What follows belongs to an exercise in optimizing a design on an open flow for small area; a production flow would make more cautious choices.
At most, simulation tests tie the RTL to the original design; equivalence was not proved.
No functional check of the RTL was part of run 2.
No activity file was given, so power comes from the tool's default toggle rates.

## flow/design.v (module list and top-level ports; edited modules follow where they fit)
// module fc_lane: 124 lines
// module fc_lane_x: 123 lines
// module fc_sum: 61 lines
// module conv_dp: 252 lines
// module pp8: 15 lines
// module fa: 3 lines
// module ha: 3 lines
// module xnor_cell: 3 lines
// module or_cell: 3 lines
// module npu: 207 lines
module npu (
    input  logic        clk,
    input  logic        rst_ni,
    input  logic        ena,
    input  logic        wea,
    input  logic [15:0] addra,
    input  logic [31:0] dina,
    output logic [31:0] douta
);
  // ...
==> flow/flow/run.sh <==
#!/bin/bash
# The standard ORFS layout (standard.sh), with different buffering:
#  - each port gets a sky130_fd_sc_hd__buf_1 buffer instead of buffer_ports' default cell;
#  - the constant-1 inputs of the adder cells share one tie cell per module (no tie fanout repair).
# repair_design, CTS and repair_timing run as in the standard flow.
set -euo pipefail
cp config.mk flow_config.mk
cat >> flow_config.mk <<'CFG'
export BUFFER_PORTS_ARGS = -buffer_cell sky130_fd_sc_hd__buf_1
export REMOVE_ABC_BUFFERS = 1
export SKIP_REPAIR_TIE_FANOUT = 1
CFG
sed "s#DESIGN_CONFIG=[^ ]*#DESIGN_CONFIG=$PWD/flow_config.mk#" standard.sh > flow_standard.sh
bash flow_standard.sh > flow_standard.log 2>&1
==> flow/standard.sh <==
#!/bin/bash
# synth_recipe.tcl (not shown) runs the flow's synth.tcl, then flattens the netlist and writes it again
# the make line also repeats each setting of config.mk as NAME=value (left out here)
make -C /OpenROAD-flow-scripts/flow DESIGN_CONFIG=/design/flow/config.mk WORK_HOME=/design/flow/orfs CLKGATE_MAP_FILE= SYNTH_SCRIPT=/design/flow/synth_recipe.tcl "${@:-finish}"
==> flow/config.mk <==
export PLATFORM = sky130hd
export DESIGN_NAME = npu
export DESIGN_NICKNAME = npu
export VERILOG_FILES = /design/flow/design.v
export SDC_FILE = /design/flow/constraint.sdc
export NUM_CORES = 4
export LEC_CHECK = 0
export CAP_MARGIN = 20
export CORE_MARGIN = 2
export CORE_UTILIZATION = 60
export CTS_BUF_LIST = sky130_fd_sc_hd__clkbuf_8
export CTS_CLUSTER_DIAMETER = 60
export CTS_CLUSTER_SIZE = 20
export GPL_TIMING_DRIVEN = 0
export PLACE_DENSITY = 0.75
export SLEW_MARGIN = 20
export SYNTH_HIERARCHICAL = 1
==> flow/constraint.sdc <==
create_clock -name core_clock -period 12.0 [get_ports {clk}]
set_input_delay 2.4000 -clock core_clock [delete_from_list [all_inputs] [get_ports {clk}]]
set_output_delay 2.4000 -clock core_clock [all_outputs]
set_load 0.01 [all_outputs]
==> summary.md, run 1 <==
| Metric | Value |
|---|---|
| Status | complete, no violations |
| Clk sink count | 379 |
| Max Slew Vio Count | 0 |
| RePlAce Congestion | 0.984 |
| Most used cell, CP | fa_1 |
| Clock Latency Late Sink | around 650 ps |
| Number of flops mapped to enable cells by yosys | 176 |
| First drt pass iteration count | 8 |
| Setup TNS | 0 ps |
| GRT met1 Usage | between 30% and 40% |
| Fillcell total | around 3400 |
| Mean Syn Cell Area | about 12 sq um |
| Critical Path Sink Type | register |
| Final instance area | 27900 sq um |
| Critical R2R Capture | conv_x[19]$_DFF_P_ |
| Wire per inst | between 20 and 25 um |
| Footprint of the multi-input gates | roughly 16000 sq um |
| Area leader, netlist | fa_1 |
| WP depth | 29 |
| Comb power | between 0.00009 and 0.0001 W |
| Inverters | 26 |
| Mux cell area share after synthesis | 5.49% |
| CTS tree | yes |
| Global-route wire length before repair | around 110000 um |
| Worst Hold Depth | 0 |
| Netlist cell types | 67 |
| Net Sw Frac | about 26% |
| Worst Hold Class | reg -> reg |
| Row cnt | between 70 and 80 |
| Vias per std cell | around 6.1 |
| Top Layer Used | met4 |
| Number of buffers created by CTS | 35 |
| Reg2reg setup slack | roughly 440 ps |
| Number of clock buffers in the layout | 38 |
| # Taps | 592 |
| R2r startpoint | take$_DFF_P_ |
==> module npu, before the edit <==
module npu (
    input  logic        clk,
    input  logic        rst_ni,
    input  logic        ena,
    input  logic        wea,
    input  logic [15:0] addra,
    input  logic [31:0] dina,
    output logic [31:0] douta
);
    localparam logic [2:0] S_IDLE      = 3'd0;
    localparam logic [2:0] S_CONV1_LD  = 3'd1;
    localparam logic [2:0] S_CONV1_CAL = 3'd2;
    localparam logic [2:0] S_CONV2_LD  = 3'd3;
    localparam logic [2:0] S_CONV2_CAL = 3'd4;
    localparam logic [2:0] S_FCN       = 3'd5;
    localparam logic [2:0] S_FCN_LAST  = 3'd6;
    localparam logic [2:0] S_DONE      = 3'd7;
    wire       rst = ~rst_ni;
    wire [2:0] sel = addra[14:12];
    wire       wr  = ena & wea;
    wire       rd  = ena & ~wea;
    logic [2:0]  state;
    logic        pe_ready, pack_in_valid, done_reg;
    logic        host_trigger, host_next_state, host_pe_clear;
    logic        host_img_clear, host_conv_w_clear, host_pack_clear;
    logic [71:0] img, conv_w;         
    logic [2:0]  img_zero, w_zero;    
    logic        img_shifted, w_shifted;
    logic [1:0]  live01;
    logic [19:0] conv_x;              
    logic        conv_zero;           
    logic [19:0] result_reg;
    logic [7:0]  pack_reg [0:3];
    logic [1:0]  pack_addr;
    logic [31:0] fcn_in_n;            
    logic [23:0] acc [0:2];
    logic [5:0] ctl, ctl_n;
    assign ctl = {host_pack_clear, host_conv_w_clear, host_img_clear,
                  host_pe_clear, host_next_state, host_trigger};
    always_comb begin
        if (rst)                      ctl_n = 6'd0;
        else if (wr && sel == 3'd4)   ctl_n = dina[5:0];
        else if (ena)                 ctl_n = ctl;
        else                          ctl_n = 6'd0;
    end
    logic [2:0] state_n;
    logic       pe_ready_n;
    always_comb begin
        state_n    = state;
        pe_ready_n = pe_ready;
        case (state)
            S_IDLE:      state_n = S_CONV1_LD;
            S_CONV1_LD:  if (host_next_state) state_n = S_CONV2_LD;
                         else if (host_trigger) begin state_n = S_CONV1_CAL; pe_ready_n = 1'b1; end
            S_CONV1_CAL: state_n = S_CONV1_LD;
            S_CONV2_LD:  if (host_next_state) state_n = S_FCN;
                         else if (host_trigger) begin state_n = S_CONV2_CAL; pe_ready_n = 1'b1; end
            S_CONV2_CAL: state_n = S_CONV2_LD;
            S_FCN:       begin pe_ready_n = host_trigger; if (host_next_state) state_n = S_FCN_LAST; end
            S_FCN_LAST:  begin pe_ready_n = host_trigger; if (host_next_state) state_n = S_DONE; end
            default:     state_n = S_IDLE;
        endcase
        if (rst) begin
            state_n    = S_IDLE;
            pe_ready_n = 1'b0;
        end
    end
    always_ff @(posedge clk) begin
        state    <= state_n;
        pe_ready <= pe_ready_n;
        {host_pack_clear, host_conv_w_clear, host_img_clear,
         host_pe_clear, host_next_state, host_trigger} <= ctl_n;
        pack_in_valid <= !rst && state == S_CONV1_CAL;
        if (rst)                          done_reg <= 1'b0;
        else if (state == S_DONE)         done_reg <= 1'b1;
    end
    wire ld_img = wr && sel == 3'd1 && !ctl_n[3];
    wire ld_w   = wr && sel == 3'd2 && !ctl_n[4];
    always_ff @(posedge clk) begin
        if (ld_img)
            for (int i = 0; i < 3; i++) begin
                img[(i*3+2)*8 +: 8] <= img[(i*3+1)*8 +: 8];
                img[(i*3+1)*8 +: 8] <= img[(i*3)*8 +: 8];
                img[(i*3)*8 +: 8]   <= dina[i*8 +: 8];
            end
        if (ld_w)
            for (int i = 0; i < 3; i++) begin
                conv_w[(i*3+2)*8 +: 8] <= conv_w[(i*3+1)*8 +: 8];
                conv_w[(i*3+1)*8 +: 8] <= conv_w[(i*3)*8 +: 8];
                conv_w[(i*3)*8 +: 8]   <= dina[i*8 +: 8];
            end
        if (rst || ctl_n[3]) img_zero <= 3'b111;
        else if (ld_img)     img_zero <= {img_zero[1:0], 1'b0};
        if (rst || ctl_n[4]) w_zero <= 3'b111;
        else if (ld_w)       w_zero <= {w_zero[1:0], 1'b0};
        img_shifted <= ld_img;
        w_shifted   <= ld_w;
        live01      <= ~(img_zero[1:0] | w_zero[1:0]);
    end
    logic take;
    always_ff @(posedge clk)
        take <= (state_n == S_CONV1_LD || state_n == S_CONV2_LD) && ctl_n[0] && !ctl_n[1];
    logic [19:0] dot_r;
    logic [27:0] lrow [0:2];              
    conv_dp u_dot (.di(img), .dw(conv_w), .fi(img_zero), .fw(w_zero), .live(live01),
                   .shi(img_shifted), .shw(w_shifted), .ph2(take),
                   .lr0(lrow[0]), .lr1(lrow[1]), .lr2(lrow[2]), .r(dot_r));
    localparam logic [19:0] CONV_K1 = 20'd918016;
    wire [2:0] col_live = ~(img_zero | w_zero);
    logic [7:0] cu [0:2], cv [0:2];
    assign cu[0] = take ? (live01[1] ? (img_shifted ? img[2*8 +: 8] : img[1*8 +: 8]) : 8'd0)
                        : (col_live[2] ? img[2*8 +: 8] : 8'd0);
    assign cv[0] = (take && !w_shifted) ? conv_w[1*8 +: 8] : conv_w[2*8 +: 8];
    assign cu[1] = take ? (live01[1] ? (img_shifted ? img[5*8 +: 8] : img[4*8 +: 8]) : 8'd0)
                        : (col_live[2] ? img[5*8 +: 8] : 8'd0);
    assign cv[1] = (take && !w_shifted) ? conv_w[4*8 +: 8] : conv_w[5*8 +: 8];
    assign cu[2] = take ? (live01[0] ? (img_shifted ? img[7*8 +: 8] : img[6*8 +: 8]) : 8'd0)
                        : (col_live[1] ? img[7*8 +: 8] : 8'd0);
    assign cv[2] = (take && !w_shifted) ? conv_w[6*8 +: 8] : conv_w[7*8 +: 8];
    wire [19:0] conv_xr = take ? conv_x : CONV_K1;
    wire [19:0] conv_val = conv_x;
    always_ff @(posedge clk) begin
        conv_x <= dot_r;
        conv_zero <= ~pe_ready;      
        if (rst)
            result_reg <= 20'd0;
        else if (state == S_CONV1_CAL)
            result_reg <= (conv_zero || conv_val[19]) ? 20'd0 : conv_val;
        else if (state == S_CONV2_CAL)
            result_reg <= conv_zero ? 20'd0 : conv_val;
    end
    always_ff @(posedge clk) begin
        if (rst || host_pack_clear) begin
            for (int i = 0; i < 4; i++) pack_reg[i] <= 8'd0;
            pack_addr <= 2'd0;
        end else if (pack_in_valid) begin
            pack_reg[pack_addr] <= result_reg[7:0];
            pack_addr <= pack_addr + 2'd1;
        end
    end
    always_ff @(posedge clk) begin
        if (rst) fcn_in_n <= 32'hffffffff;
        else if (wr && sel == 3'd3) fcn_in_n <= ~dina;
    end
    wire [31:0] fcn_in = ~fcn_in_n;
    logic fc_mode;
    always_ff @(posedge clk) fc_mode <= (state_n == S_FCN || state_n == S_FCN_LAST);
    wire fc_on   = fc_mode && pe_ready;
    wire fc_last = (state == S_FCN_LAST);
    logic [7:0] lane_b [0:2];
    assign lane_b[0] = !fc_on ? 8'd0 : fc_last ? fcn_in[23:16] : fcn_in[31:24];
    assign lane_b[1] = !fc_on ? 8'd0 : fcn_in[31:24];
    assign lane_b[2] = (!fc_on || fc_last) ? 8'd0 : fcn_in[31:24];
    logic [23:0] acc_next [0:2];
    genvar g;
    generate
        for (g = 0; g < 3; g++) begin : LANE
            if (g == 0) begin : L0
                fc_lane_x u_lane (.acc(fc_mode ? acc[g] : {4'd0, conv_xr}),
                                  .an(fc_mode ? fcn_in_n[g*8 +: 8] : ~cv[g]),
                                  .bn(fc_mode ? ~lane_b[g] : ~cu[g]),
                                  .acc_next(acc_next[g]), .rw(lrow[g]));
            end else begin : LN
                fc_lane u_lane (.acc(acc[g]), .en(fc_mode),
                                .an(fc_mode ? fcn_in_n[g*8 +: 8] : ~cv[g]),
                                .bn(fc_mode ? ~lane_b[g] : ~cu[g]),
                                .acc_next(acc_next[g]), .rw(lrow[g]));
            end
            always_ff @(posedge clk) begin
                if (rst || host_pe_clear) acc[g] <= 24'd0;
                else if (fc_mode)         acc[g] <= acc_next[g];
            end
        end
    endgenerate
    logic [7:0] pe_sum_lo;
    logic       pe_sum_neg;
    fc_sum u_sum (.acc0(acc[0]), .acc1(acc[1]), .acc2(acc[2]),
                  .sum_lo(pe_sum_lo), .sum_neg(pe_sum_neg));
    logic [31:0] result_sel;
    always_comb begin
        case (state)
            S_CONV1_LD, S_CONV1_CAL:
                result_sel = {pack_reg[3], pack_reg[2], pack_reg[1], pack_reg[0]};
            S_CONV2_LD, S_CONV2_CAL:
                result_sel = {{12{result_reg[19]}}, result_reg};
            S_FCN:
                result_sel = {8'd0,
                              acc[2][23] ? 8'd0 : acc[2][7:0],
                              acc[1][23] ? 8'd0 : acc[1][7:0],
                              acc[0][23] ? 8'd0 : acc[0][7:0]};
            S_FCN_LAST:
                result_sel = {24'd0, pe_sum_neg ? 8'd0 : pe_sum_lo};
            default:
                result_sel = 32'd0;
        endcase
    end
    always_ff @(posedge clk) begin
        if (rst) douta <= 32'd0;
        else if (rd) begin
            case (sel)
                3'd5:    douta <= {31'd0, done_reg};
                3'd6:    douta <= result_sel;
                default: douta <= 32'd0;
            endcase
        end
    end
endmodule
==> run 2: changes to the inputs <==
--- a/flow/design.v
+++ b/flow/design.v
@@ -316,6 +316,7 @@
     input  logic        shw,
     input  logic        ph2,
     input  logic [27:0] lr0, lr1, lr2,
+    output logic [14:0] sl1, sl2,
     output logic [19:0] r
 );
   wire [2:0] lc = ~(fi | fw);    
@@ -326,6 +327,36 @@
   wire [63:0] p3, p4;
   pp8 u_pp3 (.un(~u3), .vn(~v3), .p(p3));
   pp8 u_pp4 (.un(~u4), .vn(~v4), .p(p4));
+  assign sl1[0] = p3[0];
+  assign sl1[1] = p3[1];
+  assign sl1[2] = p3[2];
+  assign sl1[3] = p3[3];
+  assign sl1[4] = p3[4];
+  assign sl1[5] = p3[5];
+  assign sl1[6] = p3[6];
+  assign sl1[7] = p3[7];
+  assign sl1[8] = p3[15];
+  assign sl1[9] = p3[23];
+  assign sl1[10] = p3[31];
+  assign sl1[11] = p3[39];
+  assign sl1[12] = p3[47];
+  assign sl1[13] = p3[55];
+  assign sl1[14] = p3[63];
+  assign sl2[0] = p4[0];
+  assign sl2[1] = p3[8];
+  assign sl2[2] = p3[9];
+  assign sl2[3] = p3[10];
+  assign sl2[4] = p3[11];
+  assign sl2[5] = p3[12];
+  assign sl2[6] = p3[13];
+  assign sl2[7] = p3[14];
+  assign sl2[8] = p3[22];
+  assign sl2[9] = p3[30];
+  assign sl2[10] = p3[38];
+  assign sl2[11] = p3[46];
+  assign sl2[12] = p3[54];
+  assign sl2[13] = p3[62];
+  assign sl2[14] = p4[63];
   wire d_s1, d_c2, d_s3, d_c4, d_s5, d_c6, d_s7, d_c8, d_s9, d_c10, d_s11, d_c12;
   wire d_s13, d_c14, d_s15, d_c16, d_s17, d_c18, d_s19, d_c20, d_s21, d_c22, d_s23, d_c24;
   wire d_s25, d_c26, d_s27, d_c28, d_s29, d_c30, d_s31, d_c32, d_s33, d_c34, d_s35, d_c36;
@@ -351,212 +382,178 @@
   wire d_s265, d_c266, d_s267, d_c268, d_s269, d_c270, d_s271, d_c272, d_s273, d_c274, d_s275, d_c276;
   wire d_s277, d_c278, d_s279, d_c280, d_s281, d_c282, d_s283, d_c284, d_s285, d_c286, d_s287, d_c288;
   wire d_s289, d_c290, d_s291, d_c292, d_s293, d_c294, d_s295, d_c296, d_s297, d_c298, d_s299, d_c300;
-  wire d_s301, d_c302, d_s303, d_c304, d_s305, d_c306, d_s307, d_c308, d_s309, d_c310, d_s311, d_c312;
-  wire d_s313, d_c314, d_s315, d_c316, d_s317, d_c318, d_s319, d_c320, d_s321, d_c322, d_s323, d_c324;
-  wire d_s325, d_c326, d_s327, d_c328, d_s329, d_c330, d_s331, d_c332, d_s333, d_c334, d_s335, d_c336;
-  wire d_s337, d_c338, d_s339, d_c340, d_s341, d_c342, d_s343, d_c344, d_s345, d_c346, d_s347, d_c348;
-  wire d_s349, d_c350, d_s351, d_c352, d_s353, d_c354, d_s355, d_c356, d_s357, d_c358, d_c360, d_c362;
-  wire d_c364, d_c366, d_c368, d_c370, d_c372, d_c374, d_c376, d_c378, d_c380, d_c382, d_c384, d_c386;
-  wire d_c388, d_c390, d_c392, d_c394, d_c396;
-  fa u_d_s1 (.a(p3[0]), .b(p4[0]), .c(lr0[0]), .s(d_s1), .co(d_c2));
-  fa u_d_s3 (.a(lr0[1]), .b(lr1[0]), .c(lr1[1]), .s(d_s3), .co(d_c4));
-  fa u_d_s5 (.a(lr2[0]), .b(lr2[1]), .c(d_s1), .s(d_s5), .co(d_c6));
-  fa u_d_s7 (.a(p3[1]), .b(p3[8]), .c(p4[1]), .s(d_s7), .co(d_c8));
-  fa u_d_s9 (.a(p4[8]), .b(d_s7), .c(lr0[2]), .s(d_s9), .co(d_c10));
-  fa u_d_s11 (.a(lr1[2]), .b(lr2[2]), .c(d_c2), .s(d_s11), .co(d_c12));
-  fa u_d_s13 (.a(d_c4), .b(d_s9), .c(d_c6), .s(d_s13), .co(d_c14));
-  fa u_d_s15 (.a(p3[2]), .b(p3[9]), .c(p3[16]), .s(d_s15), .co(d_c16));
-  fa u_d_s17 (.a(p4[2]), .b(p4[9]), .c(p4[16]), .s(d_s17), .co(d_c18));
-  fa u_d_s19 (.a(d_c8), .b(d_s15), .c(d_s17), .s(d_s19), .co(d_c20));
-  fa u_d_s21 (.a(d_s19), .b(lr0[3]), .c(lr1[3]), .s(d_s21), .co(d_c22));
-  fa u_d_s23 (.a(lr2[3]), .b(d_c10), .c(d_s21), .s(d_s23), .co(d_c24));
-  fa u_d_s25 (.a(d_c12), .b(d_s23), .c(d_c14), .s(d_s25), .co(d_c26));
-  fa u_d_s27 (.a(p3[3]), .b(p3[10]), .c(p3[17]), .s(d_s27), .co(d_c28));
-  fa u_d_s29 (.a(p3[24]), .b(p4[3]), .c(p4[10]), .s(d_s29), .co(d_c30));
-  fa u_d_s31 (.a(p4[17]), .b(p4[24]), .c(d_c16), .s(d_s31), .co(d_c32));
-  fa u_d_s33 (.a(d_c18), .b(d_s27), .c(d_s29), .s(d_s33), .co(d_c34));
-  fa u_d_s35 (.a(d_c20), .b(d_s31), .c(d_s33), .s(d_s35), .co(d_c36));
-  fa u_d_s37 (.a(d_s35), .b(lr0[4]), .c(lr1[4]), .s(d_s37), .co(d_c38));
-  fa u_d_s39 (.a(lr2[4]), .b(d_c22), .c(d_s37), .s(d_s39), .co(d_c40));
-  fa u_d_s41 (.a(d_c24), .b(d_s39), .c(d_c26), .s(d_s41), .co(d_c42));
-  fa u_d_s43 (.a(p3[4]), .b(p3[11]), .c(p3[18]), .s(d_s43), .co(d_c44));
-  fa u_d_s45 (.a(p3[25]), .b(p3[32]), .c(p4[4]), .s(d_s45), .co(d_c46));
-  fa u_d_s47 (.a(p4[11]), .b(p4[18]), .c(p4[25]), .s(d_s47), .co(d_c48));
-  fa u_d_s49 (.a(p4[32]), .b(d_c28), .c(d_c30), .s(d_s49), .co(d_c50));
-  fa u_d_s51 (.a(d_s43), .b(d_s45), .c(d_s47), .s(d_s51), .co(d_c52));
-  fa u_d_s53 (.a(d_c32), .b(d_c34), .c(d_s49), .s(d_s53), .co(d_c54));
-  fa u_d_s55 (.a(d_s51), .b(d_c36), .c(d_s53), .s(d_s55), .co(d_c56));
-  fa u_d_s57 (.a(d_s55), .b(lr0[5]), .c(lr1[5]), .s(d_s57), .co(d_c58));
-  fa u_d_s59 (.a(lr2[5]), .b(d_c38), .c(d_s57), .s(d_s59), .co(d_c60));
-  fa u_d_s61 (.a(d_c40), .b(d_s59), .c(d_c42), .s(d_s61), .co(d_c62));
-  fa u_d_s63 (.a(p3[5]), .b(p3[12]), .c(p3[19]), .s(d_s63), .co(d_c64));
-  fa u_d_s65 (.a(p3[26]), .b(p3[33]), .c(p3[40]), .s(d_s65), .co(d_c66));
-  fa u_d_s67 (.a(p4[5]), .b(p4[12]), .c(p4[19]), .s(d_s67), .co(d_c68));
-  fa u_d_s69 (.a(p4[26]), .b(p4[33]), .c(p4[40]), .s(d_s69), .co(d_c70));
-  fa u_d_s71 (.a(d_c44), .b(d_c46), .c(d_c48), .s(d_s71), .co(d_c72));
-  fa u_d_s73 (.a(d_s63), .b(d_s65), .c(d_s67), .s(d_s73), .co(d_c74));
-  fa u_d_s75 (.a(d_s69), .b(d_c50), .c(d_c52), .s(d_s75), .co(d_c76));
-  fa u_d_s77 (.a(d_s71), .b(d_s73), .c(d_c54), .s(d_s77), .co(d_c78));
-  fa u_d_s79 (.a(d_s75), .b(d_c56), .c(d_s77), .s(d_s79), .co(d_c80));
-  fa u_d_s81 (.a(d_s79), .b(lr0[6]), .c(lr1[6]), .s(d_s81), .co(d_c82));
-  fa u_d_s83 (.a(lr2[6]), .b(d_c58), .c(d_s81), .s(d_s83), .co(d_c84));
-  fa u_d_s85 (.a(d_c60), .b(d_s83), .c(d_c62), .s(d_s85), .co(d_c86));
-  fa u_d_s87 (.a(p3[6]), .b(p3[13]), .c(p3[20]), .s(d_s87), .co(d_c88));
-  fa u_d_s89 (.a(p3[27]), .b(p3[34]), .c(p3[41]), .s(d_s89), .co(d_c90));
-  fa u_d_s91 (.a(p3[48]), .b(p4[6]), .c(p4[13]), .s(d_s91), .co(d_c92));
-  fa u_d_s93 (.a(p4[20]), .b(p4[27]), .c(p4[34]), .s(d_s93), .co(d_c94));
-  fa u_d_s95 (.a(p4[41]), .b(p4[48]), .c(d_c64), .s(d_s95), .co(d_c96));
-  fa u_d_s97 (.a(d_c66), .b(d_c68), .c(d_c70), .s(d_s97), .co(d_c98));
-  fa u_d_s99 (.a(d_s87), .b(d_s89), .c(d_s91), .s(d_s99), .co(d_c100));
-  fa u_d_s101 (.a(d_s93), .b(d_c72), .c(d_c74), .s(d_s101), .co(d_c102));
-  fa u_d_s103 (.a(d_s95), .b(d_s97), .c(d_s99), .s(d_s103), .co(d_c104));
-  fa u_d_s105 (.a(d_c76), .b(d_s101), .c(d_s103), .s(d_s105), .co(d_c106));
-  fa u_d_s107 (.a(d_c78), .b(d_s105), .c(d_c80), .s(d_s107), .co(d_c108));
-  fa u_d_s109 (.a(lr0[7]), .b(lr1[7]), .c(lr2[7]), .s(d_s109), .co(d_c110));
-  fa u_d_s111 (.a(d_s107), .b(d_c82), .c(d_s109), .s(d_s111), .co(d_c112));
-  fa u_d_s113 (.a(d_c84), .b(d_s111), .c(d_c86), .s(d_s113), .co(d_c114));
-  fa u_d_s115 (.a(p3[7]), .b(p3[14]), .c(p3[21]), .s(d_s115), .co(d_c116));
-  fa u_d_s117 (.a(p3[28]), .b(p3[35]), .c(p3[42]), .s(d_s117), .co(d_c118));
-  fa u_d_s119 (.a(p3[49]), .b(p3[56]), .c(p4[7]), .s(d_s119), .co(d_c120));
-  fa u_d_s121 (.a(p4[14]), .b(p4[21]), .c(p4[28]), .s(d_s121), .co(d_c122));
-  fa u_d_s123 (.a(p4[35]), .b(p4[42]), .c(p4[49]), .s(d_s123), .co(d_c124));
-  fa u_d_s125 (.a(p4[56]), .b(d_c88), .c(d_c90), .s(d_s125), .co(d_c126));
-  fa u_d_s127 (.a(d_c92), .b(d_c94), .c(d_s115), .s(d_s127), .co(d_c128));
-  fa u_d_s129 (.a(d_s117), .b(d_s119), .c(d_s121), .s(d_s129), .co(d_c130));
-  fa u_d_s131 (.a(d_s123), .b(d_c96), .c(d_c98), .s(d_s131), .co(d_c132));
-  fa u_d_s133 (.a(d_c100), .b(d_s125), .c(d_s127), .s(d_s133), .co(d_c134));
-  fa u_d_s135 (.a(d_s129), .b(d_s131), .c(d_c102), .s(d_s135), .co(d_c136));
-  fa u_d_s137 (.a(d_c104), .b(d_s133), .c(d_s135), .s(d_s137), .co(d_c138));
-  fa u_d_s139 (.a(d_c106), .b(d_s137), .c(lr0[8]), .s(d_s139), .co(d_c140));
-  fa u_d_s141 (.a(lr0[9]), .b(lr1[8]), .c(lr1[9]), .s(d_s141), .co(d_c142));
-  fa u_d_s143 (.a(lr2[8]), .b(lr2[9]), .c(d_c108), .s(d_s143), .co(d_c144));
-  fa u_d_s145 (.a(d_c110), .b(d_s139), .c(d_s141), .s(d_s145), .co(d_c146));
-  fa u_d_s147 (.a(d_s143), .b(d_c112), .c(d_s145), .s(d_s147), .co(d_c148));
-  fa u_d_s149 (.a(p3[15]), .b(p3[22]), .c(p3[29]), .s(d_s149), .co(d_c150));
-  fa u_d_s151 (.a(p3[36]), .b(p3[43]), .c(p3[50]), .s(d_s151), .co(d_c152));
-  fa u_d_s153 (.a(p3[57]), .b(p4[15]), .c(p4[22]), .s(d_s153), .co(d_c154));
-  fa u_d_s155 (.a(p4[29]), .b(p4[36]), .c(p4[43]), .s(d_s155), .co(d_c156));
-  fa u_d_s157 (.a(p4[50]), .b(p4[57]), .c(d_c116), .s(d_s157), .co(d_c158));
-  fa u_d_s159 (.a(d_c118), .b(d_c120), .c(d_c122), .s(d_s159), .co(d_c160));
-  fa u_d_s161 (.a(d_c124), .b(d_s149), .c(d_s151), .s(d_s161), .co(d_c162));
-  fa u_d_s163 (.a(d_s153), .b(d_s155), .c(d_c126), .s(d_s163), .co(d_c164));
-  fa u_d_s165 (.a(d_c128), .b(d_c130), .c(d_s157), .s(d_s165), .co(d_c166));
-  fa u_d_s167 (.a(d_s159), .b(d_s161), .c(d_c132), .s(d_s167), .co(d_c168));
-  fa u_d_s169 (.a(d_s163), .b(d_c134), .c(d_s165), .s(d_s169), .co(d_c170));
-  fa u_d_s171 (.a(d_s167), .b(d_c136), .c(d_s169), .s(d_s171), .co(d_c172));
-  fa u_d_s173 (.a(d_c138), .b(d_s171), .c(lr0[10]), .s(d_s173), .co(d_c174));
-  fa u_d_s175 (.a(lr1[10]), .b(lr2[10]), .c(d_c140), .s(d_s175), .co(d_c176));
-  fa u_d_s177 (.a(d_c142), .b(d_s173), .c(d_c144), .s(d_s177), .co(d_c178));
-  fa u_d_s179 (.a(d_c146), .b(d_s175), .c(d_s177), .s(d_s179), .co(d_c180));
-  fa u_d_s181 (.a(p3[23]), .b(p3[30]), .c(p3[37]), .s(d_s181), .co(d_c182));
-  fa u_d_s183 (.a(p3[44]), .b(p3[51]), .c(p3[58]), .s(d_s183), .co(d_c184));
-  fa u_d_s185 (.a(p4[23]), .b(p4[30]), .c(p4[37]), .s(d_s185), .co(d_c186));
-  fa u_d_s187 (.a(p4[44]), .b(p4[51]), .c(p4[58]), .s(d_s187), .co(d_c188));
-  fa u_d_s189 (.a(d_c150), .b(d_c152), .c(d_c154), .s(d_s189), .co(d_c190));
-  fa u_d_s191 (.a(d_c156), .b(d_s181), .c(d_s183), .s(d_s191), .co(d_c192));
-  fa u_d_s193 (.a(d_s185), .b(d_s187), .c(d_c158), .s(d_s193), .co(d_c194));
-  fa u_d_s195 (.a(d_c160), .b(d_c162), .c(d_s189), .s(d_s195), .co(d_c196));
-  fa u_d_s197 (.a(d_s191), .b(d_c164), .c(d_s193), .s(d_s197), .co(d_c198));
-  fa u_d_s199 (.a(d_c166), .b(d_s195), .c(d_c168), .s(d_s199), .co(d_c200));
-  fa u_d_s201 (.a(d_c170), .b(d_s197), .c(d_s199), .s(d_s201), .co(d_c202));
-  fa u_d_s203 (.a(d_c172), .b(lr0[11]), .c(lr0[12]), .s(d_s203), .co(d_c204));
-  fa u_d_s205 (.a(lr1[11]), .b(lr1[12]), .c(lr2[11]), .s(d_s205), .co(d_c206));
-  fa u_d_s207 (.a(lr2[12]), .b(d_s201), .c(d_c174), .s(d_s207), .co(d_c208));
-  fa u_d_s209 (.a(d_s203), .b(d_s205), .c(d_c176), .s(d_s209), .co(d_c210));
-  fa u_d_s211 (.a(d_s207), .b(d_c178), .c(d_s209), .s(d_s211), .co(d_c212));
-  fa u_d_s213 (.a(p3[31]), .b(p3[38]), .c(p3[45]), .s(d_s213), .co(d_c214));
-  fa u_d_s215 (.a(p3[52]), .b(p3[59]), .c(p4[31]), .s(d_s215), .co(d_c216));
-  fa u_d_s217 (.a(p4[38]), .b(p4[45]), .c(p4[52]), .s(d_s217), .co(d_c218));
-  fa u_d_s219 (.a(p4[59]), .b(d_c182), .c(d_c184), .s(d_s219), .co(d_c220));
-  fa u_d_s221 (.a(d_c186), .b(d_c188), .c(d_s213), .s(d_s221), .co(d_c222));
-  fa u_d_s223 (.a(d_s215), .b(d_s217), .c(d_c190), .s(d_s223), .co(d_c224));
-  fa u_d_s225 (.a(d_c192), .b(d_s219), .c(d_s221), .s(d_s225), .co(d_c226));
-  fa u_d_s227 (.a(d_c194), .b(d_s223), .c(d_c196), .s(d_s227), .co(d_c228));
-  fa u_d_s229 (.a(d_s225), .b(d_c198), .c(d_s227), .s(d_s229), .co(d_c230));
-  fa u_d_s231 (.a(d_c200), .b(d_s229), .c(lr0[13]), .s(d_s231), .co(d_c232));
-  fa u_d_s233 (.a(lr0[14]), .b(lr1[13]), .c(lr1[14]), .s(d_s233), .co(d_c234));
-  fa u_d_s235 (.a(lr2[13]), .b(lr2[14]), .c(d_c202), .s(d_s235), .co(d_c236));
-  fa u_d_s237 (.a(d_c204), .b(d_c206), .c(d_s231), .s(d_s237), .co(d_c238));
-  fa u_d_s239 (.a(d_s233), .b(d_s235), .c(d_c208), .s(d_s239), .co(d_c240));
-  fa u_d_s241 (.a(d_s237), .b(d_c210), .c(d_s239), .s(d_s241), .co(d_c242));
-  fa u_d_s243 (.a(p3[39]), .b(p3[46]), .c(p3[53]), .s(d_s243), .co(d_c244));
-  fa u_d_s245 (.a(p3[60]), .b(p4[39]), .c(p4[46]), .s(d_s245), .co(d_c246));
-  fa u_d_s247 (.a(p4[53]), .b(p4[60]), .c(d_c214), .s(d_s247), .co(d_c248));
-  fa u_d_s249 (.a(d_c216), .b(d_c218), .c(d_s243), .s(d_s249), .co(d_c250));
-  fa u_d_s251 (.a(d_s245), .b(d_c220), .c(d_c222), .s(d_s251), .co(d_c252));
-  fa u_d_s253 (.a(d_s247), .b(d_s249), .c(d_c224), .s(d_s253), .co(d_c254));
-  fa u_d_s255 (.a(d_c226), .b(d_s251), .c(d_s253), .s(d_s255), .co(d_c256));
-  fa u_d_s257 (.a(d_c228), .b(d_s255), .c(d_c230), .s(d_s257), .co(d_c258));
-  fa u_d_s259 (.a(lr0[15]), .b(lr0[16]), .c(lr1[15]), .s(d_s259), .co(d_c260));
-  fa u_d_s261 (.a(lr1[16]), .b(lr2[15]), .c(lr2[16]), .s(d_s261), .co(d_c262));
-  fa u_d_s263 (.a(d_s257), .b(d_c232), .c(d_c234), .s(d_s263), .co(d_c264));
-  fa u_d_s265 (.a(d_s259), .b(d_s261), .c(d_c236), .s(d_s265), .co(d_c266));
-  fa u_d_s267 (.a(d_c238), .b(d_s263), .c(d_s265), .s(d_s267), .co(d_c268));
-  fa u_d_s269 (.a(d_c240), .b(d_s267), .c(d_c242), .s(d_s269), .co(d_c270));
-  fa u_d_s271 (.a(p3[47]), .b(p3[54]), .c(p3[61]), .s(d_s271), .co(d_c272));
-  fa u_d_s273 (.a(p4[47]), .b(p4[54]), .c(p4[61]), .s(d_s273), .co(d_c274));
-  fa u_d_s275 (.a(d_c244), .b(d_c246), .c(d_s271), .s(d_s275), .co(d_c276));
-  fa u_d_s277 (.a(d_s273), .b(d_c248), .c(d_c250), .s(d_s277), .co(d_c278));
-  fa u_d_s279 (.a(d_s275), .b(d_c252), .c(d_s277), .s(d_s279), .co(d_c280));
-  fa u_d_s281 (.a(d_c254), .b(d_s279), .c(d_c256), .s(d_s281), .co(d_c282));
-  fa u_d_s283 (.a(lr0[17]), .b(lr0[18]), .c(lr1[17]), .s(d_s283), .co(d_c284));
-  fa u_d_s285 (.a(lr1[18]), .b(lr2[17]), .c(lr2[18]), .s(d_s285), .co(d_c286));
-  fa u_d_s287 (.a(d_c258), .b(d_s281), .c(d_c260), .s(d_s287), .co(d_c288));
-  fa u_d_s289 (.a(d_c262), .b(d_s283), .c(d_s285), .s(d_s289), .co(d_c290));
-  fa u_d_s291 (.a(d_c264), .b(d_s287), .c(d_s289), .s(d_s291), .co(d_c292));
-  fa u_d_s293 (.a(d_c266), .b(d_s291), .c(d_c268), .s(d_s293), .co(d_c294));
-  fa u_d_s295 (.a(p3[55]), .b(p3[62]), .c(p4[55]), .s(d_s295), .co(d_c296));
-  fa u_d_s297 (.a(p4[62]), .b(d_c272), .c(d_c274), .s(d_s297), .co(d_c298));
-  fa u_d_s299 (.a(d_s295), .b(d_c276), .c(d_s297), .s(d_s299), .co(d_c300));
-  fa u_d_s301 (.a(d_c278), .b(d_s299), .c(d_c280), .s(d_s301), .co(d_c302));
-  fa u_d_s303 (.a(d_s301), .b(lr0[19]), .c(lr0[20]), .s(d_s303), .co(d_c304));
-  fa u_d_s305 (.a(lr1[19]), .b(lr1[20]), .c(lr2[19]), .s(d_s305), .co(d_c306));
-  fa u_d_s307 (.a(lr2[20]), .b(d_c282), .c(d_c284), .s(d_s307), .co(d_c308));
-  fa u_d_s309 (.a(d_c286), .b(d_s303), .c(d_s305), .s(d_s309), .co(d_c310));
-  fa u_d_s311 (.a(d_c288), .b(d_c290), .c(d_s307), .s(d_s311), .co(d_c312));
-  fa u_d_s313 (.a(d_s309), .b(d_c292), .c(d_s311), .s(d_s313), .co(d_c314));
-  fa u_d_s315 (.a(p3[63]), .b(p4[63]), .c(d_c296), .s(d_s315), .co(d_c316));
-  fa u_d_s317 (.a(d_c298), .b(d_s315), .c(d_c300), .s(d_s317), .co(d_c318));
-  fa u_d_s319 (.a(d_s317), .b(d_c302), .c(lr0[21]), .s(d_s319), .co(d_c320));
-  fa u_d_s321 (.a(lr0[22]), .b(lr1[21]), .c(lr1[22]), .s(d_s321), .co(d_c322));
-  fa u_d_s323 (.a(lr2[21]), .b(lr2[22]), .c(d_c304), .s(d_s323), .co(d_c324));
-  fa u_d_s325 (.a(d_c306), .b(d_s319), .c(d_s321), .s(d_s325), .co(d_c326));
-  fa u_d_s327 (.a(d_c308), .b(d_c310), .c(d_s323), .s(d_s327), .co(d_c328));
-  fa u_d_s329 (.a(d_s325), .b(d_c312), .c(d_s327), .s(d_s329), .co(d_c330));
-  fa u_d_s331 (.a(d_c316), .b(d_c318), .c(lr0[23]), .s(d_s331), .co(d_c332));
-  fa u_d_s333 (.a(lr1[23]), .b(lr2[23]), .c(d_c320), .s(d_s333), .co(d_c334));
-  fa u_d_s335 (.a(d_c322), .b(d_s331), .c(d_c324), .s(d_s335), .co(d_c336));
-  fa u_d_s337 (.a(d_c326), .b(d_s333), .c(d_c328), .s(d_s337), .co(d_c338));
-  fa u_d_s339 (.a(d_s335), .b(d_c330), .c(d_s337), .s(d_s339), .co(d_c340));
-  fa u_d_s341 (.a(lr0[24]), .b(lr1[24]), .c(lr2[24]), .s(d_s341), .co(d_c342));
-  fa u_d_s343 (.a(d_c332), .b(d_s341), .c(d_c334), .s(d_s343), .co(d_c344));
-  fa u_d_s345 (.a(d_c336), .b(d_s343), .c(d_c338), .s(d_s345), .co(d_c346));
-  fa u_d_s347 (.a(lr0[25]), .b(lr1[25]), .c(lr2[25]), .s(d_s347), .co(d_c348));
-  fa u_d_s349 (.a(d_c342), .b(d_s347), .c(d_c344), .s(d_s349), .co(d_c350));
-  fa u_d_s351 (.a(lr0[26]), .b(lr1[26]), .c(lr2[26]), .s(d_s351), .co(d_c352));
-  fa u_d_s353 (.a(d_c348), .b(d_s351), .c(d_c350), .s(d_s353), .co(d_c354));
-  fa u_d_s355 (.a(lr0[27]), .b(lr1[27]), .c(lr2[27]), .s(d_s355), .co(d_c356));
-  fa u_d_s357 (.a(d_c352), .b(d_s355), .c(d_c354), .s(d_s357), .co(d_c358));
-  ha u_d_s359 (.a(d_s3), .b(d_s5), .s(r[0]), .co(d_c360));
-  fa u_d_s361 (.a(d_s11), .b(d_s13), .c(d_c360), .s(r[1]), .co(d_c362));
-  ha u_d_s363 (.a(d_s25), .b(d_c362), .s(r[2]), .co(d_c364));
-  ha u_d_s365 (.a(d_s41), .b(d_c364), .s(r[3]), .co(d_c366));
-  ha u_d_s367 (.a(d_s61), .b(d_c366), .s(r[4]), .co(d_c368));
-  ha u_d_s369 (.a(d_s85), .b(d_c368), .s(r[5]), .co(d_c370));
-  ha u_d_s371 (.a(d_s113), .b(d_c370), .s(r[6]), .co(d_c372));
-  fa u_d_s373 (.a(d_c114), .b(d_s147), .c(d_c372), .s(r[7]), .co(d_c374));
-  fa u_d_s375 (.a(d_c148), .b(d_s179), .c(d_c374), .s(r[8]), .co(d_c376));
-  fa u_d_s377 (.a(d_c180), .b(d_s211), .c(d_c376), .s(r[9]), .co(d_c378));
-  fa u_d_s379 (.a(d_c212), .b(d_s241), .c(d_c378), .s(r[10]), .co(d_c380));
-  ha u_d_s381 (.a(d_s269), .b(d_c380), .s(r[11]), .co(d_c382));
-  fa u_d_s383 (.a(d_c270), .b(d_s293), .c(d_c382), .s(r[12]), .co(d_c384));
-  fa u_d_s385 (.a(d_c294), .b(d_s313), .c(d_c384), .s(r[13]), .co(d_c386));
-  fa u_d_s387 (.a(d_c314), .b(d_s329), .c(d_c386), .s(r[14]), .co(d_c388));
-  ha u_d_s389 (.a(d_s339), .b(d_c388), .s(r[15]), .co(d_c390));
-  fa u_d_s391 (.a(d_c340), .b(d_s345), .c(d_c390), .s(r[16]), .co(d_c392));
-  fa u_d_s393 (.a(d_c346), .b(d_s349), .c(d_c392), .s(r[17]), .co(d_c394));
-  ha u_d_s395 (.a(d_s353), .b(d_c394), .s(r[18]), .co(d_c396));
-  assign r[19] = d_s357 ^ d_c396;
+  wire d_c302, d_c304, d_c306, d_c308, d_c310, d_c312, d_c314, d_c316, d_c318, d_c320, d_c322, d_c324;
+  wire d_c326, d_c328, d_c330, d_c332, d_c334, d_c336, d_c338;
+  fa u_d_s1 (.a(lr0[0]), .b(lr0[1]), .c(lr1[0]), .s(d_s1), .co(d_c2));
+  fa u_d_s3 (.a(lr1[1]), .b(lr2[0]), .c(lr2[1]), .s(d_s3), .co(d_c4));
+  fa u_d_s5 (.a(p4[1]), .b(p4[8]), .c(lr0[2]), .s(d_s5), .co(d_c6));
+  fa u_d_s7 (.a(lr1[2]), .b(lr2[2]), .c(d_c2), .s(d_s7), .co(d_c8));
+  fa u_d_s9 (.a(d_c4), .b(d_s5), .c(d_s7), .s(d_s9), .co(d_c10));
+  fa u_d_s11 (.a(p3[16]), .b(p4[2]), .c(p4[9]), .s(d_s11), .co(d_c12));
+  fa u_d_s13 (.a(p4[16]), .b(d_s11), .c(lr0[3]), .s(d_s13), .co(d_c14));
+  fa u_d_s15 (.a(lr1[3]), .b(lr2[3]), .c(d_c6), .s(d_s15), .co(d_c16));
+  fa u_d_s17 (.a(d_s13), .b(d_c8), .c(d_s15), .s(d_s17), .co(d_c18));
+  fa u_d_s19 (.a(p3[17]), .b(p3[24]), .c(p4[3]), .s(d_s19), .co(d_c20));
+  fa u_d_s21 (.a(p4[10]), .b(p4[17]), .c(p4[24]), .s(d_s21), .co(d_c22));
+  fa u_d_s23 (.a(d_c12), .b(d_s19), .c(d_s21), .s(d_s23), .co(d_c24));
+  fa u_d_s25 (.a(d_s23), .b(lr0[4]), .c(lr1[4]), .s(d_s25), .co(d_c26));
+  fa u_d_s27 (.a(lr2[4]), .b(d_c14), .c(d_s25), .s(d_s27), .co(d_c28));
+  fa u_d_s29 (.a(d_c16), .b(d_s27), .c(d_c18), .s(d_s29), .co(d_c30));
+  fa u_d_s31 (.a(p3[18]), .b(p3[25]), .c(p3[32]), .s(d_s31), .co(d_c32));
+  fa u_d_s33 (.a(p4[4]), .b(p4[11]), .c(p4[18]), .s(d_s33), .co(d_c34));
+  fa u_d_s35 (.a(p4[25]), .b(p4[32]), .c(d_c20), .s(d_s35), .co(d_c36));
+  fa u_d_s37 (.a(d_c22), .b(d_s31), .c(d_s33), .s(d_s37), .co(d_c38));
+  fa u_d_s39 (.a(d_c24), .b(d_s35), .c(d_s37), .s(d_s39), .co(d_c40));
+  fa u_d_s41 (.a(d_s39), .b(lr0[5]), .c(lr1[5]), .s(d_s41), .co(d_c42));
+  fa u_d_s43 (.a(lr2[5]), .b(d_c26), .c(d_s41), .s(d_s43), .co(d_c44));
+  fa u_d_s45 (.a(d_c28), .b(d_s43), .c(d_c30), .s(d_s45), .co(d_c46));
+  fa u_d_s47 (.a(p3[19]), .b(p3[26]), .c(p3[33]), .s(d_s47), .co(d_c48));
+  fa u_d_s49 (.a(p3[40]), .b(p4[5]), .c(p4[12]), .s(d_s49), .co(d_c50));
+  fa u_d_s51 (.a(p4[19]), .b(p4[26]), .c(p4[33]), .s(d_s51), .co(d_c52));
+  fa u_d_s53 (.a(p4[40]), .b(d_c32), .c(d_c34), .s(d_s53), .co(d_c54));
+  fa u_d_s55 (.a(d_s47), .b(d_s49), .c(d_s51), .s(d_s55), .co(d_c56));
+  fa u_d_s57 (.a(d_c36), .b(d_c38), .c(d_s53), .s(d_s57), .co(d_c58));
+  fa u_d_s59 (.a(d_s55), .b(d_c40), .c(d_s57), .s(d_s59), .co(d_c60));
+  fa u_d_s61 (.a(d_s59), .b(lr0[6]), .c(lr1[6]), .s(d_s61), .co(d_c62));
+  fa u_d_s63 (.a(lr2[6]), .b(d_c42), .c(d_s61), .s(d_s63), .co(d_c64));
+  fa u_d_s65 (.a(d_c44), .b(d_s63), .c(d_c46), .s(d_s65), .co(d_c66));
+  fa u_d_s67 (.a(p3[20]), .b(p3[27]), .c(p3[34]), .s(d_s67), .co(d_c68));
+  fa u_d_s69 (.a(p3[41]), .b(p3[48]), .c(p4[6]), .s(d_s69), .co(d_c70));
+  fa u_d_s71 (.a(p4[13]), .b(p4[20]), .c(p4[27]), .s(d_s71), .co(d_c72));
+  fa u_d_s73 (.a(p4[34]), .b(p4[41]), .c(p4[48]), .s(d_s73), .co(d_c74));
+  fa u_d_s75 (.a(d_c48), .b(d_c50), .c(d_c52), .s(d_s75), .co(d_c76));
+  fa u_d_s77 (.a(d_s67), .b(d_s69), .c(d_s71), .s(d_s77), .co(d_c78));
+  fa u_d_s79 (.a(d_s73), .b(d_c54), .c(d_c56), .s(d_s79), .co(d_c80));
+  fa u_d_s81 (.a(d_s75), .b(d_s77), .c(d_c58), .s(d_s81), .co(d_c82));
+  fa u_d_s83 (.a(d_s79), .b(d_c60), .c(d_s81), .s(d_s83), .co(d_c84));
+  fa u_d_s85 (.a(d_s83), .b(lr0[7]), .c(lr1[7]), .s(d_s85), .co(d_c86));
+  fa u_d_s87 (.a(lr2[7]), .b(d_c62), .c(d_s85), .s(d_s87), .co(d_c88));
+  fa u_d_s89 (.a(d_c64), .b(d_s87), .c(d_c66), .s(d_s89), .co(d_c90));
+  fa u_d_s91 (.a(p3[21]), .b(p3[28]), .c(p3[35]), .s(d_s91), .co(d_c92));
+  fa u_d_s93 (.a(p3[42]), .b(p3[49]), .c(p3[56]), .s(d_s93), .co(d_c94));
+  fa u_d_s95 (.a(p4[7]), .b(p4[14]), .c(p4[21]), .s(d_s95), .co(d_c96));
+  fa u_d_s97 (.a(p4[28]), .b(p4[35]), .c(p4[42]), .s(d_s97), .co(d_c98));
+  fa u_d_s99 (.a(p4[49]), .b(p4[56]), .c(d_c68), .s(d_s99), .co(d_c100));
+  fa u_d_s101 (.a(d_c70), .b(d_c72), .c(d_c74), .s(d_s101), .co(d_c102));
+  fa u_d_s103 (.a(d_s91), .b(d_s93), .c(d_s95), .s(d_s103), .co(d_c104));
+  fa u_d_s105 (.a(d_s97), .b(d_c76), .c(d_c78), .s(d_s105), .co(d_c106));
+  fa u_d_s107 (.a(d_s99), .b(d_s101), .c(d_s103), .s(d_s107), .co(d_c108));
+  fa u_d_s109 (.a(d_c80), .b(d_s105), .c(d_s107), .s(d_s109), .co(d_c110));
+  fa u_d_s111 (.a(d_c82), .b(d_s109), .c(d_c84), .s(d_s111), .co(d_c112));
+  fa u_d_s113 (.a(lr0[8]), .b(lr0[9]), .c(lr1[8]), .s(d_s113), .co(d_c114));
+  fa u_d_s115 (.a(lr1[9]), .b(lr2[8]), .c(lr2[9]), .s(d_s115), .co(d_c116));
+  fa u_d_s117 (.a(d_s111), .b(d_c86), .c(d_s113), .s(d_s117), .co(d_c118));
+  fa u_d_s119 (.a(d_s115), .b(d_c88), .c(d_s117), .s(d_s119), .co(d_c120));
+  fa u_d_s121 (.a(p3[29]), .b(p3[36]), .c(p3[43]), .s(d_s121), .co(d_c122));
+  fa u_d_s123 (.a(p3[50]), .b(p3[57]), .c(p4[15]), .s(d_s123), .co(d_c124));
+  fa u_d_s125 (.a(p4[22]), .b(p4[29]), .c(p4[36]), .s(d_s125), .co(d_c126));
+  fa u_d_s127 (.a(p4[43]), .b(p4[50]), .c(p4[57]), .s(d_s127), .co(d_c128));
+  fa u_d_s129 (.a(d_c92), .b(d_c94), .c(d_c96), .s(d_s129), .co(d_c130));
+  fa u_d_s131 (.a(d_c98), .b(d_s121), .c(d_s123), .s(d_s131), .co(d_c132));
+  fa u_d_s133 (.a(d_s125), .b(d_s127), .c(d_c100), .s(d_s133), .co(d_c134));
+  fa u_d_s135 (.a(d_c102), .b(d_c104), .c(d_s129), .s(d_s135), .co(d_c136));
+  fa u_d_s137 (.a(d_s131), .b(d_s133), .c(d_c106), .s(d_s137), .co(d_c138));
+  fa u_d_s139 (.a(d_c108), .b(d_s135), .c(d_s137), .s(d_s139), .co(d_c140));
+  fa u_d_s141 (.a(d_c110), .b(d_s139), .c(lr0[10]), .s(d_s141), .co(d_c142));
+  fa u_d_s143 (.a(lr1[10]), .b(lr2[10]), .c(d_c112), .s(d_s143), .co(d_c144));
+  fa u_d_s145 (.a(d_c114), .b(d_c116), .c(d_s141), .s(d_s145), .co(d_c146));
+  fa u_d_s147 (.a(d_s143), .b(d_c118), .c(d_s145), .s(d_s147), .co(d_c148));
+  fa u_d_s149 (.a(p3[37]), .b(p3[44]), .c(p3[51]), .s(d_s149), .co(d_c150));
+  fa u_d_s151 (.a(p3[58]), .b(p4[23]), .c(p4[30]), .s(d_s151), .co(d_c152));
+  fa u_d_s153 (.a(p4[37]), .b(p4[44]), .c(p4[51]), .s(d_s153), .co(d_c154));
+  fa u_d_s155 (.a(p4[58]), .b(d_c122), .c(d_c124), .s(d_s155), .co(d_c156));
+  fa u_d_s157 (.a(d_c126), .b(d_c128), .c(d_s149), .s(d_s157), .co(d_c158));
+  fa u_d_s159 (.a(d_s151), .b(d_s153), .c(d_c130), .s(d_s159), .co(d_c160));
+  fa u_d_s161 (.a(d_c132), .b(d_s155), .c(d_s157), .s(d_s161), .co(d_c162));
+  fa u_d_s163 (.a(d_c134), .b(d_s159), .c(d_c136), .s(d_s163), .co(d_c164));
+  fa u_d_s165 (.a(d_s161), .b(d_c138), .c(d_s163), .s(d_s165), .co(d_c166));
+  fa u_d_s167 (.a(d_c140), .b(d_s165), .c(lr0[11]), .s(d_s167), .co(d_c168));
+  fa u_d_s169 (.a(lr0[12]), .b(lr1[11]), .c(lr1[12]), .s(d_s169), .co(d_c170));
+  fa u_d_s171 (.a(lr2[11]), .b(lr2[12]), .c(d_c142), .s(d_s171), .co(d_c172));
+  fa u_d_s173 (.a(d_s167), .b(d_s169), .c(d_c144), .s(d_s173), .co(d_c174));
+  fa u_d_s175 (.a(d_c146), .b(d_s171), .c(d_s173), .s(d_s175), .co(d_c176));
+  fa u_d_s177 (.a(p3[45]), .b(p3[52]), .c(p3[59]), .s(d_s177), .co(d_c178));
+  fa u_d_s179 (.a(p4[31]), .b(p4[38]), .c(p4[45]), .s(d_s179), .co(d_c180));
+  fa u_d_s181 (.a(p4[52]), .b(p4[59]), .c(d_c150), .s(d_s181), .co(d_c182));
+  fa u_d_s183 (.a(d_c152), .b(d_c154), .c(d_s177), .s(d_s183), .co(d_c184));
+  fa u_d_s185 (.a(d_s179), .b(d_c156), .c(d_c158), .s(d_s185), .co(d_c186));
+  fa u_d_s187 (.a(d_s181), .b(d_s183), .c(d_c160), .s(d_s187), .co(d_c188));
+  fa u_d_s189 (.a(d_c162), .b(d_s185), .c(d_s187), .s(d_s189), .co(d_c190));
+  fa u_d_s191 (.a(d_c164), .b(d_s189), .c(d_c166), .s(d_s191), .co(d_c192));
+  fa u_d_s193 (.a(lr0[13]), .b(lr0[14]), .c(lr1[13]), .s(d_s193), .co(d_c194));
+  fa u_d_s195 (.a(lr1[14]), .b(lr2[13]), .c(lr2[14]), .s(d_s195), .co(d_c196));
+  fa u_d_s197 (.a(d_s191), .b(d_c168), .c(d_c170), .s(d_s197), .co(d_c198));
+  fa u_d_s199 (.a(d_s193), .b(d_s195), .c(d_c172), .s(d_s199), .co(d_c200));
+  fa u_d_s201 (.a(d_s197), .b(d_c174), .c(d_s199), .s(d_s201), .co(d_c202));
+  fa u_d_s203 (.a(p3[53]), .b(p3[60]), .c(p4[39]), .s(d_s203), .co(d_c204));
+  fa u_d_s205 (.a(p4[46]), .b(p4[53]), .c(p4[60]), .s(d_s205), .co(d_c206));
+  fa u_d_s207 (.a(d_c178), .b(d_c180), .c(d_s203), .s(d_s207), .co(d_c208));
+  fa u_d_s209 (.a(d_s205), .b(d_c182), .c(d_c184), .s(d_s209), .co(d_c210));
+  fa u_d_s211 (.a(d_s207), .b(d_c186), .c(d_s209), .s(d_s211), .co(d_c212));
+  fa u_d_s213 (.a(d_c188), .b(d_s211), .c(d_c190), .s(d_s213), .co(d_c214));
+  fa u_d_s215 (.a(lr0[15]), .b(lr0[16]), .c(lr1[15]), .s(d_s215), .co(d_c216));
+  fa u_d_s217 (.a(lr1[16]), .b(lr2[15]), .c(lr2[16]), .s(d_s217), .co(d_c218));
+  fa u_d_s219 (.a(d_c192), .b(d_s213), .c(d_c194), .s(d_s219), .co(d_c220));
+  fa u_d_s221 (.a(d_c196), .b(d_s215), .c(d_s217), .s(d_s221), .co(d_c222));
+  fa u_d_s223 (.a(d_c198), .b(d_s219), .c(d_s221), .s(d_s223), .co(d_c224));
+  fa u_d_s225 (.a(d_c200), .b(d_s223), .c(d_c202), .s(d_s225), .co(d_c226));
+  fa u_d_s227 (.a(p3[61]), .b(p4[47]), .c(p4[54]), .s(d_s227), .co(d_c228));
+  fa u_d_s229 (.a(p4[61]), .b(d_c204), .c(d_c206), .s(d_s229), .co(d_c230));
+  fa u_d_s231 (.a(d_s227), .b(d_c208), .c(d_s229), .s(d_s231), .co(d_c232));
+  fa u_d_s233 (.a(d_c210), .b(d_s231), .c(d_c212), .s(d_s233), .co(d_c234));
+  fa u_d_s235 (.a(d_s233), .b(lr0[17]), .c(lr0[18]), .s(d_s235), .co(d_c236));
+  fa u_d_s237 (.a(lr1[17]), .b(lr1[18]), .c(lr2[17]), .s(d_s237), .co(d_c238));
+  fa u_d_s239 (.a(lr2[18]), .b(d_c214), .c(d_c216), .s(d_s239), .co(d_c240));
+  fa u_d_s241 (.a(d_c218), .b(d_s235), .c(d_s237), .s(d_s241), .co(d_c242));
+  fa u_d_s243 (.a(d_c220), .b(d_c222), .c(d_s239), .s(d_s243), .co(d_c244));
+  fa u_d_s245 (.a(d_s241), .b(d_c224), .c(d_s243), .s(d_s245), .co(d_c246));
+  fa u_d_s247 (.a(p4[55]), .b(p4[62]), .c(d_c228), .s(d_s247), .co(d_c248));
+  fa u_d_s249 (.a(d_c230), .b(d_s247), .c(d_c232), .s(d_s249), .co(d_c250));
+  fa u_d_s251 (.a(d_s249), .b(d_c234), .c(lr0[19]), .s(d_s251), .co(d_c252));
+  fa u_d_s253 (.a(lr0[20]), .b(lr1[19]), .c(lr1[20]), .s(d_s253), .co(d_c254));
+  fa u_d_s255 (.a(lr2[19]), .b(lr2[20]), .c(d_c236), .s(d_s255), .co(d_c256));
+  fa u_d_s257 (.a(d_c238), .b(d_s251), .c(d_s253), .s(d_s257), .co(d_c258));
+  fa u_d_s259 (.a(d_c240), .b(d_c242), .c(d_s255), .s(d_s259), .co(d_c260));
+  fa u_d_s261 (.a(d_s257), .b(d_c244), .c(d_s259), .s(d_s261), .co(d_c262));
+  fa u_d_s263 (.a(d_c248), .b(d_c250), .c(lr0[21]), .s(d_s263), .co(d_c264));
+  fa u_d_s265 (.a(lr0[22]), .b(lr1[21]), .c(lr1[22]), .s(d_s265), .co(d_c266));
+  fa u_d_s267 (.a(lr2[21]), .b(lr2[22]), .c(d_c252), .s(d_s267), .co(d_c268));
+  fa u_d_s269 (.a(d_c254), .b(d_s263), .c(d_s265), .s(d_s269), .co(d_c270));
+  fa u_d_s271 (.a(d_c256), .b(d_c258), .c(d_s267), .s(d_s271), .co(d_c272));
+  fa u_d_s273 (.a(d_s269), .b(d_c260), .c(d_s271), .s(d_s273), .co(d_c274));
+  fa u_d_s275 (.a(lr0[23]), .b(lr1[23]), .c(lr2[23]), .s(d_s275), .co(d_c276));
+  fa u_d_s277 (.a(d_c264), .b(d_c266), .c(d_s275), .s(d_s277), .co(d_c278));
+  fa u_d_s279 (.a(d_c268), .b(d_c270), .c(d_s277), .s(d_s279), .co(d_c280));
+  fa u_d_s281 (.a(d_c272), .b(d_s279), .c(d_c274), .s(d_s281), .co(d_c282));
+  fa u_d_s283 (.a(lr0[24]), .b(lr1[24]), .c(lr2[24]), .s(d_s283), .co(d_c284));
+  fa u_d_s285 (.a(d_c276), .b(d_s283), .c(d_c278), .s(d_s285), .co(d_c286));
+  fa u_d_s287 (.a(d_c280), .b(d_s285), .c(d_c282), .s(d_s287), .co(d_c288));
+  fa u_d_s289 (.a(lr0[25]), .b(lr1[25]), .c(lr2[25]), .s(d_s289), .co(d_c290));
+  fa u_d_s291 (.a(d_c284), .b(d_s289), .c(d_c286), .s(d_s291), .co(d_c292));
+  fa u_d_s293 (.a(lr0[26]), .b(lr1[26]), .c(lr2[26]), .s(d_s293), .co(d_c294));
+  fa u_d_s295 (.a(d_c290), .b(d_s293), .c(d_c292), .s(d_s295), .co(d_c296));
+  fa u_d_s297 (.a(lr0[27]), .b(lr1[27]), .c(lr2[27]), .s(d_s297), .co(d_c298));
+  fa u_d_s299 (.a(d_c294), .b(d_s297), .c(d_c296), .s(d_s299), .co(d_c300));
+  ha u_d_s301 (.a(d_s1), .b(d_s3), .s(r[0]), .co(d_c302));
+  ha u_d_s303 (.a(d_s9), .b(d_c302), .s(r[1]), .co(d_c304));
+  fa u_d_s305 (.a(d_c10), .b(d_s17), .c(d_c304), .s(r[2]), .co(d_c306));
+  ha u_d_s307 (.a(d_s29), .b(d_c306), .s(r[3]), .co(d_c308));
+  ha u_d_s309 (.a(d_s45), .b(d_c308), .s(r[4]), .co(d_c310));
+  ha u_d_s311 (.a(d_s65), .b(d_c310), .s(r[5]), .co(d_c312));
+  ha u_d_s313 (.a(d_s89), .b(d_c312), .s(r[6]), .co(d_c314));
+  fa u_d_s315 (.a(d_c90), .b(d_s119), .c(d_c314), .s(r[7]), .co(d_c316));
+  fa u_d_s317 (.a(d_c120), .b(d_s147), .c(d_c316), .s(r[8]), .co(d_c318));
+  fa u_d_s319 (.a(d_c148), .b(d_s175), .c(d_c318), .s(r[9]), .co(d_c320));
+  fa u_d_s321 (.a(d_c176), .b(d_s201), .c(d_c320), .s(r[10]), .co(d_c322));
+  ha u_d_s323 (.a(d_s225), .b(d_c322), .s(r[11]), .co(d_c324));
+  fa u_d_s325 (.a(d_c226), .b(d_s245), .c(d_c324), .s(r[12]), .co(d_c326));
+  fa u_d_s327 (.a(d_c246), .b(d_s261), .c(d_c326), .s(r[13]), .co(d_c328));
+  fa u_d_s329 (.a(d_c262), .b(d_s273), .c(d_c328), .s(r[14]), .co(d_c330));
+  ha u_d_s331 (.a(d_s281), .b(d_c330), .s(r[15]), .co(d_c332));
+  ha u_d_s333 (.a(d_s287), .b(d_c332), .s(r[16]), .co(d_c334));
+  fa u_d_s335 (.a(d_c288), .b(d_s291), .c(d_c334), .s(r[17]), .co(d_c336));
+  ha u_d_s337 (.a(d_s295), .b(d_c336), .s(r[18]), .co(d_c338));
+  assign r[19] = d_s299 ^ d_c338;
 endmodule
 module pp8 (
     input  logic [7:0]  un,
@@ -689,9 +686,11 @@
         take <= (state_n == S_CONV1_LD || state_n == S_CONV2_LD) && ctl_n[0] && !ctl_n[1];
     logic [19:0] dot_r;
     logic [27:0] lrow [0:2];              
+    logic [14:0] pp_slot1, pp_slot2;      
     conv_dp u_dot (.di(img), .dw(conv_w), .fi(img_zero), .fw(w_zero), .live(live01),
                    .shi(img_shifted), .shw(w_shifted), .ph2(take),
-                   .lr0(lrow[0]), .lr1(lrow[1]), .lr2(lrow[2]), .r(dot_r));
+                   .lr0(lrow[0]), .lr1(lrow[1]), .lr2(lrow[2]),
+                   .sl1(pp_slot1), .sl2(pp_slot2), .r(dot_r));
     localparam logic [19:0] CONV_K1 = 20'd918016;
     wire [2:0] col_live = ~(img_zero | w_zero);
     logic [7:0] cu [0:2], cv [0:2];
@@ -748,10 +747,10 @@
                                   .bn(fc_mode ? ~lane_b[g] : ~cu[g]),
                                   .acc_next(acc_next[g]), .rw(lrow[g]));
             end else begin : LN
-                fc_lane u_lane (.acc(acc[g]), .en(fc_mode),
-                                .an(fc_mode ? fcn_in_n[g*8 +: 8] : ~cv[g]),
-                                .bn(fc_mode ? ~lane_b[g] : ~cu[g]),
-                                .acc_next(acc_next[g]), .rw(lrow[g]));
+                fc_lane_x u_lane (.acc(fc_mode ? acc[g] : {9'd0, g == 1 ? pp_slot1 : pp_slot2}),
+                                  .an(fc_mode ? fcn_in_n[g*8 +: 8] : ~cv[g]),
+                                  .bn(fc_mode ? ~lane_b[g] : ~cu[g]),
+                                  .acc_next(acc_next[g]), .rw(lrow[g]));
             end
             always_ff @(posedge clk) begin
                 if (rst || host_pe_clear) acc[g] <= 24'd0;
--- a/flow/config.mk
+++ b/flow/config.mk
@@ -9,8 +9,8 @@
 export CORE_MARGIN = 2
 export CORE_UTILIZATION = 60
 export CTS_BUF_LIST = sky130_fd_sc_hd__clkbuf_8
-export CTS_CLUSTER_DIAMETER = 60
-export CTS_CLUSTER_SIZE = 20
+export CTS_CLUSTER_DIAMETER = 80
+export CTS_CLUSTER_SIZE = 16
 export GPL_TIMING_DRIVEN = 0
 export PLACE_DENSITY = 0.75
 export SLEW_MARGIN = 20
==> run 2 against run 1 <==
Global-route usage grew 0.47 points. Clock power shrank 24%. Critical path depth is the same. First-iteration DRC count grew 3.4%. Sequential share of layout area grew 0.78 points. Die area shrank 1.5%. Critical path type unchanged. Clock skew shrank 37 ps.
==> summary.md, run 2 <==
| Metric | Value |
|---|---|
| Net Sw Frac | 24.6% (was 25.9%) |
| Sw power | 0.000539 W (was 0.000612 W) |
| Number of flops mapped to enable cells by yosys | 176 (unchanged) |
| Clock Latency Late Sink | 660 ps (was 650 ps) |
| Mean Syn Cell Area | 11.5 sq um (was 11.7 sq um) |
| Vias per std cell | 6.22 (was 6.15) |
| Slew HR | 21.4% (was 25.9%) |
| Top_reg_cell synth | dfxtp_1 (unchanged) |
| Fin cells | 2839 (was 2863) |
| Post-synth top area share | 28.4% (was 30.2%) |
| Slowest CP cell | o21ai_0 (was dfxtp_2) |
| First drt pass iteration count | 7 (was 8) |
| Critical Path Sink Type | register (unchanged) |
| CTS tree | yes (unchanged) |
| GRT met1 Usage | 41.9% (was 39.3%) |
| Reg2reg setup slack | 440 ps (about the same) |
| Final instance area | 27300 sq um (was 27900 sq um) |
| Starting DRC count in detailed routing | 1684 (was 1628) |
| Setup CP Type | reg -> reg (unchanged) |
| Netlist cell types | 70 (was 67) |
| Commonest cells after routing, fill and taps aside | 418 x nor2_1, 375 x fa_1, 199 x dfxtp_1, 176 x edfxtp_1, 133 x nand2_1 (was 408 x nor2_1, 405 x fa_1, 199 x dfxtp_1, 176 x edfxtp_1, 132 x nand2_1) |
| Wire per inst | 23.7 um (was 23.6 um) |
| Final Net Count | 2719 (was 2759) |
| Number of buffers created by CTS | 29 (was 35) |
| Most used cell, CP | fa_1 (unchanged) |
| Clk sink count | 379 (unchanged) |
| Port bufs | 70 (unchanged) |
| Worst-margin pin slew | 1150 ps (was 1080 ps) |
| Status | complete, no violations (unchanged) |
| Row cnt | 76 (was 77) |
| Setup TNS | 0 ps (unchanged) |
| Max Slew Vio Count | 0 (unchanged) |
| RePlAce Congestion | 0.923 (was 0.984) |
| Worst Hold Class | reg -> reg (unchanged) |
run 2: routing by layer:
| layer | part of all wire (%) | wire length [um] |
|---|---|---|
| met3 | 7.7 | 5200 |
| met2 | 47 | 31900 |
| met5 | 0 | 0 |
| met1 | 41 | 27300 |
| met4 | 4.3 | 2880 |
run 2: critical path, delay by kind of cell (launching register included):
family	cells	cell delay, ps
AND/OR/NAND/NOR	2	590
buffers and inverters	2	480
adder cells (fa/ha/maj)	22	8300
multiplexers	1	340
AO/OA/AOI/OAI	1	830
XOR/XNOR	1	170
flip-flops	1	690
run 2: what timing repair did:
item / 4_1_cts / 5_1_grt
endpoints found under the setup margin: 0 / 2
buffers inserted: 0 / 0
resized for setup: 0 / 1
hold endpoints to repair: 0 / 0
run 2: cell families after synthesis:
kind of cell / count (synthesis) / share of synthesized area [%]
DFF: 379 / 35.4
and+or+nand+nor: 749 / 12.7
xor gates and xnor gates: 38 / 1.29
muxes: 171 / 6.94
buffers and inverters: 201 / 4.46
adders and majority gates: 434 / 31.2
AOI/OAI and AO/OA: 317 / 7.99
run 2: cell type report:
class                      instances  area [sq um]
multi-input combinational       1709         16000
fill                            3348         16000
sequential                       379          9360
tap                              585           732
timing repair buffer              90           623
clock buffer                      30           413
clock inverter                    22           110
inverter                          24          90.1
run 2: final timing paths:
kind | start | to | depth (start not counted)
hold / removal | conv_w[56]$_DFFE_PP_ | conv_w[64]$_DFFE_PP_ | 0
setup / recovery | take$_DFF_P_ | conv_x[19]$_DFF_P_ | 29
hold reg to reg | conv_w[56]$_DFFE_PP_ | conv_w[64]$_DFFE_PP_ | 0
setup reg to reg | take$_DFF_P_ | conv_x[19]$_DFF_P_ | 29
run 2: stage by stage:
| step | worst slack [ps] | power [W] |
|---|---|---|
| after floorplan | -3130 | 0.00148 |
| after global placement | -7740 | 0.00153 |
| after detailed placement | 346 | 0.00154 |
| after CTS | 295 | 0.00220 |
| after global routing | 89.3 | 0.00226 |
| final | 444 | 0.00219 |
run 2: per-module statistics from Yosys, one instance, submodules excluded:
module | flip-flops and latches | cells inside | area [sq um]
conv_dp | 0 | 56 | 495
fa | 0 | 1 | 20.0
fc_lane_x | 0 | 2 | 16.3
fc_sum | 0 | 33 | 225
ha | 0 | 1 | 12.5
npu | 379 | 1308 | 15000
or_cell | 0 | 1 | 6.26
pp8 | 0 | 79 | 385
xnor_cell | 0 | 1 | 8.76
run 2: power by group through the flow:
| stage | combinational, W | sequential (W) | clock (W) |
|---|---|---|---|
| finish | 0.000114 | 0.00140 | 0.000678 |
| CTS | 0.000114 | 0.00140 | 0.000686 |
| floorplan | 0.0000645 | 0.00141 | 0 |
| global placement | 0.000104 | 0.00143 | 0 |
| detailed placement | 0.000113 | 0.00143 | 0 |
| global route | 0.000127 | 0.00140 | 0.000731 |

==> afterwards: timing with drivers on the ports <==
How much do the figures lean on ideal ports? The routed layouts below were timed once more, with nothing changed but the port constraints.
Step 1 assumes that a clkbuf_16 drives the clock port and a buf_2 every other input.
Step 2 times the ports against the registers' clock, not the clock port: input delays grow and output delays shrink by t, the midpoint of the rising clock arrivals with the driver on.
a / b / c = no drivers / after step 1 / after step 2; a / b = the first two.
| run | t, ns | setup slack, ns |
|---|---|---|
| run 1 | 0.664 | 0.442 / 0.442 / 0.442 |
| run 2 | 0.697 | 0.444 / 0.444 / 0.444 |
After both steps every run listed still meets setup and hold.
